Source: an optimization exercise on an open RTL-to-GDS flow (aim: small area, a short achievable clock period and few clock cycles). Production flows keep margins and buffers that such runs may drop. At most, simulation tests tie the RTL to the original design; equivalence was not proved. Power figures rest on the tool's default switching activity, not on a simulated workload.

// mips
module mips(
    input clk,
    input reset,
    output [31:0] i_addr,
    input  [31:0] i_data,
    output [31:0] d_addr,
    output [31:0] d_wdata,
    output        d_we,
    output [31:0] d_pc,
    input  [31:0] d_rdata,
    output        reg_we,
    output [4:0]  reg_addr,
    output [31:0] reg_wdata,
    output [31:0] reg_pc
    );
    reg [31:0] pc;
    assign i_addr = pc;
    reg        d_v;
    reg [31:0] d_ir, dpc;
    reg [31:0] e_a, e_b, e_x, e_pc;
    reg        e_sub, e_or, e_lw, e_sw, e_beq, e_wr;
    reg [4:0]  e_dst;
    reg        e_fa, e_fb, e_fsm, e_fsl;
    reg [31:0] m_res, m_sd, m_pc;
    reg        m_lw, m_sw, m_wr;
    reg [4:0]  m_dst;
    reg [31:0] w_res, w_pc;
    reg        w_wr;
    reg [4:0]  w_dst;
    reg [31:0] rf [1:31];
    reg [31:1] rf_v;             
    always @(posedge clk) begin
        if (w_wr) rf[w_dst] <= w_res;
    end
    always @(posedge clk) begin
        if (reset) rf_v <= 31'b0;
        else if (w_wr) rf_v[w_dst] <= 1'b1;
    end
    wire [5:0] op = d_ir[31:26];
    wire [5:0] fn = d_ir[5:0];
    wire [4:0] rs = d_ir[25:21];
    wire [4:0] rt = d_ir[20:16];
    wire [4:0] rd = d_ir[15:11];
    wire [15:0] imm = d_ir[15:0];
    wire [31:0] simm = {{16{imm[15]}}, imm};
    wire rtype = (op == 6'h00);
    wire i_add = d_v & rtype & (fn == 6'h20);
    wire i_sub = d_v & rtype & (fn == 6'h22);
    wire i_jr  = d_v & rtype & (fn == 6'h08);
    wire i_ori = d_v & (op == 6'h0d);
    wire i_lui = d_v & (op == 6'h0f);
    wire i_lw  = d_v & (op == 6'h23);
    wire i_sw  = d_v & (op == 6'h2b);
    wire i_beq = d_v & (op == 6'h04);
    wire i_jal = d_v & (op == 6'h03);
    wire beq_always = i_beq & (rs == rt);      
    wire beq_cond   = i_beq & (rs != rt);
  ...
clock: 9.0 ns
lec_check: 0
abc_clock_period_in_ps: 3500
cap_margin: 20
core_margin: 2
core_utilization: 60
setup_slack_margin: 5
slew_margin: 20
run.sh (not shown) runs the stock make flow with config.mk's settings and CLKGATE_MAP_FILE= SYNTH_SCRIPT=/design/flow/synth_recipe.tcl, a recipe that flattens the netlist after the stock synthesis.
Then changed:
Settings changed: ABC_CLOCK_PERIOD_IN_PS 3500 to unset, CORE_UTILIZATION 60 to 40, SETUP_SLACK_MARGIN 5 to unset.
After rerunning:
- sequential share of layout area goes down by 0.44 points
- clock power rose by 3.7%
- fmax falls by 19%
- synthesized cell count stays the same
- routed wire length goes down by 0.37%
- utilization drops by 23 points
- non-clock buffer count is lower by 9
- flip-flop and latch count does not change
- register-to-register slack is worse by 940 ps
No run of this note included a check of the RTL's function; only the layout flow was run.


The RTL this note starts from:
==> flow/design.v <==
`timescale 1ns / 1ps
`timescale 1ns / 1ps
module mips(
    input clk,
    input reset,
    output [31:0] i_addr,
    input  [31:0] i_data,
    output [31:0] d_addr,
    output [31:0] d_wdata,
    output        d_we,
    output [31:0] d_pc,
    input  [31:0] d_rdata,
    output        reg_we,
    output [4:0]  reg_addr,
    output [31:0] reg_wdata,
    output [31:0] reg_pc
    );
    reg [31:0] pc;
    assign i_addr = pc;
    reg        d_v;
    reg [31:0] d_ir, dpc;
    reg [31:0] e_a, e_b, e_x, e_pc;
    reg        e_sub, e_or, e_lw, e_sw, e_beq, e_wr;
    reg [4:0]  e_dst;
    reg        e_fsl;
    reg [31:0] m_res, m_sd, m_pc;
    reg        m_lw, m_sw, m_wr;
    reg [4:0]  m_dst;
    reg [31:0] w_res, w_pc;
    reg        w_wr;
    reg [4:0]  w_dst;
    reg [31:0] rf [1:31];
    reg [31:1] rf_v;             
    reg [31:1] rf_v_n;
    integer vi;
    always @(*) begin
        for (vi = 1; vi < 32; vi = vi + 1)
            rf_v_n[vi] = ~reset & (rf_v[vi] | (m_wr & (m_dst == vi)));
    end
    wire [31:0] m_val = m_lw ? d_rdata : m_res;
    always @(posedge clk) begin
        if (m_wr) rf[m_dst] <= m_val;
    end
    always @(posedge clk) begin
        rf_v <= rf_v_n;
    end
    wire [5:0] op = d_ir[31:26];
    wire [5:0] fn = d_ir[5:0];
    wire [4:0] rs = d_ir[25:21];
    wire [4:0] rt = d_ir[20:16];
    wire [4:0] rd = d_ir[15:11];
    wire [15:0] imm = d_ir[15:0];
    wire [31:0] simm = {{16{imm[15]}}, imm};
    wire rtype = (op == 6'h00);
    wire i_add = d_v & rtype & (fn == 6'h20);
    wire i_sub = d_v & rtype & (fn == 6'h22);
    wire i_jr  = d_v & rtype & (fn == 6'h08);
    wire i_ori = d_v & (op == 6'h0d);
    wire i_lui = d_v & (op == 6'h0f);
    wire i_lw  = d_v & (op == 6'h23);
    wire i_sw  = d_v & (op == 6'h2b);
    wire i_beq = d_v & (op == 6'h04);
    wire i_jal = d_v & (op == 6'h03);
    wire beq_always = i_beq & (rs == rt);      
    wire beq_cond   = i_beq & (rs != rt);
    wire [4:0] dst = (i_add | i_sub) ? rd : i_jal ? 5'd31 : rt;
    wire wr = (i_add | i_sub | i_ori | i_lui | i_lw | i_jal) & (dst != 5'd0);
    wire use_a = i_add | i_sub | i_ori | i_lw | i_sw | beq_cond;    
    wire use_b = i_add | i_sub | beq_cond;                          
    wire e_hit_rs = e_wr & (e_dst == rs);
    wire e_hit_rt = e_wr & (e_dst == rt);
    wire stall = (e_lw & ((use_a & e_hit_rs) | (use_b & e_hit_rt))) | (i_jr & e_hit_rs);
    wire [4:0] n_rs = stall ? rs : i_data[25:21];
    wire [4:0] n_rt = stall ? rt : i_data[20:16];
    reg  [31:1] oh_s, oh_t;
    integer di;
    always @(posedge clk) begin
        for (di = 1; di < 32; di = di + 1) begin
            oh_s[di] <= (n_rs == di) & rf_v_n[di];
            oh_t[di] <= (n_rt == di) & rf_v_n[di];
        end
    end
    wire [31:1] sel_s = oh_s;
    wire [31:1] sel_t = oh_t;
    reg  [31:0] rf_s, rf_t;
    integer ri;
    always @(*) begin
        rf_s = 32'b0;
        rf_t = 32'b0;
        for (ri = 1; ri < 32; ri = ri + 1) begin
            rf_s = rf_s | ({32{sel_s[ri]}} & rf[ri]);
            rf_t = rf_t | ({32{sel_t[ri]}} & rf[ri]);
        end
    end
    wire [31:0] rs_val = (m_wr && m_dst == rs) ? m_val : rf_s;
    wire [31:0] rt_val = (m_wr && m_dst == rt) ? m_val : rf_t;
    wire [31:0] br_tgt = pc + {simm[29:0], 2'b00};
    wire [31:0] sum = e_a + e_b + {31'b0, e_sub};
    wire [31:0] res = e_or ? (e_a | e_b) : sum;
    wire taken = e_beq & (e_a == e_b);
    wire [31:0] sd = e_fsl ? d_rdata : e_x;
    reg [31:0] npc;
    always @(*) begin
        if (taken) npc = e_x;
        else if (stall) npc = pc;
        else if (i_jal) npc = {pc[31:28], d_ir[25:0], 2'b00};
        else if (beq_always) npc = br_tgt;
        else if (i_jr) npc = rs_val;
        else npc = pc + 32'd4;
    end
    always @(posedge clk) begin
        if (reset) pc <= 32'h00003000;
        else pc <= npc;
    end
    always @(posedge clk) begin
        if (reset) d_v <= 1'b0;
        else if (taken) d_v <= 1'b0;
        else if (!stall) d_v <= 1'b1;
    end
    always @(posedge clk) begin
        if (!stall) begin
            d_ir <= i_data;
            dpc <= pc;
        end
    end
    wire fwd_s = e_hit_rs & ~e_lw;
    wire fwd_t = e_hit_rt & ~e_lw;
    wire bubble = stall;
    always @(posedge clk) begin
        if (reset | bubble) begin
            e_lw <= 1'b0; e_sw <= 1'b0; e_beq <= 1'b0; e_wr <= 1'b0;
        end else begin
            e_lw <= i_lw; e_sw <= i_sw; e_beq <= beq_cond; e_wr <= wr;
        end
    end
    always @(posedge clk) begin
        e_sub <= i_sub;
        e_or  <= i_ori | i_lui;
        e_dst <= dst;
        e_fsl <= e_hit_rt & e_lw;
        e_pc  <= dpc;
        e_a   <= i_jal ? dpc : i_lui ? 32'b0 : fwd_s ? res : rs_val;
        e_b   <= (i_add | i_beq) ? (fwd_t ? res : rt_val) :
                 i_sub ? ~(fwd_t ? res : rt_val) :
                 i_jal ? 32'd8 :
                 i_lui ? {imm, 16'b0} :
                 i_ori ? {16'b0, imm} : simm;
        e_x   <= i_sw ? (fwd_t ? res : rt_val) : br_tgt;
    end
    always @(posedge clk) begin
        if (reset) begin
            m_lw <= 1'b0; m_sw <= 1'b0; m_wr <= 1'b0;
        end else begin
            m_lw <= e_lw; m_sw <= e_sw; m_wr <= e_wr;
        end
    end
    always @(posedge clk) begin
        m_res <= res;
        m_sd  <= sd;
        m_pc  <= e_pc;
        m_dst <= e_dst;
    end
    assign d_addr  = m_res;
    assign d_wdata = m_sd;
    assign d_we    = m_sw;
    assign d_pc    = m_pc;
    always @(posedge clk) begin
        if (reset) w_wr <= 1'b0;
        else w_wr <= m_wr;
    end
    always @(posedge clk) begin
        w_res <= m_val;
        w_pc  <= m_pc;
        w_dst <= m_dst;
    end
    assign reg_we    = w_wr;
    assign reg_addr  = w_dst;
    assign reg_wdata = w_res;
    assign reg_pc    = w_pc;
endmodule
Settings: LEC_CHECK=0, CAP_MARGIN=20, CORE_MARGIN=2, CORE_UTILIZATION=45, CTS_CLUSTER_DIAMETER=80, CTS_CLUSTER_SIZE=24, SLEW_MARGIN=20; clock period 9.0 ns.
standard.sh (not shown) runs the stock make flow with config.mk's settings and CLKGATE_MAP_FILE= SYNTH_SCRIPT=/design/flow/synth_recipe.tcl, a recipe that flattens the netlist after the stock synthesis.
==> flow/flow/run.sh <==
#!/bin/bash
# The standard layout, with timing repair aiming for more setup slack
# than the clock period needs (the SDC and clock period are unchanged).
bash standard.sh SETUP_SLACK_MARGIN=6 finish > standard.log 2>&1
The first run finished with timing, DRC and antenna clean.
Testbench counts at the start, summed over its fixed seeds: cycles 28,575.
Then changed:
--- a/flow/config.mk
+++ b/flow/config.mk
@@ -8,5 +8,5 @@
 export CAP_MARGIN = 20
 export CORE_MARGIN = 2
-export CORE_UTILIZATION = 45
+export CORE_UTILIZATION = 50
 export CTS_CLUSTER_DIAMETER = 80
 export CTS_CLUSTER_SIZE = 24
=>
- combinational power went up by 5.9%
- design area went up by 0.52%
- register-to-register slack improves by 180 ps
- sequential share of layout area went down by 0.19 points
- worst hold slack is about the same
- setup slack improves by 180 ps

==> port drivers added, routing unchanged <==
How much do the figures lean on ideal ports? The routed layouts below were timed once more, with nothing changed but the port constraints. Step 1: set_driving_cell puts a clkbuf_16 on clk and a buf_2 on each other input, an assumption about the parent block. Step 2 adds t to the input delays and takes it off the output delays; t is the mean of the earliest and latest rising clock arrival at the registers after step 1. Input paths then give back, and output paths get back, about the clock's delay inside the block. a / b / c = no drivers / after step 1 / after step 2; a / b = the first two.
run	shift t [ns]	setup slack, ns	hold slack, ns	worst setup path after step 2	worst data-port slew with drivers (ns)
the first run of note 1	0.850	4.934 / 4.934 / 4.741	0.325 / 0.325 / 0.325	input to register	0.08
the second run of note 1	0.859	3.998 / 3.998 / 3.998	0.325 / 0.325 / 0.325	register to register	0.09
the first run of note 2	0.836	5.547 / 5.547 / 4.987	0.327 / 0.327 / 0.327	input to register	0.12
the second run of note 2	0.831	5.725 / 5.725 / 5.023	0.326 / 0.326 / 0.326	input to register	0.13
After both steps every run listed still meets setup and hold. For the second run of note 2, which loses most, drivers alone change the setup slack by 0.000 ns; drivers and shift together by -0.702 ns.
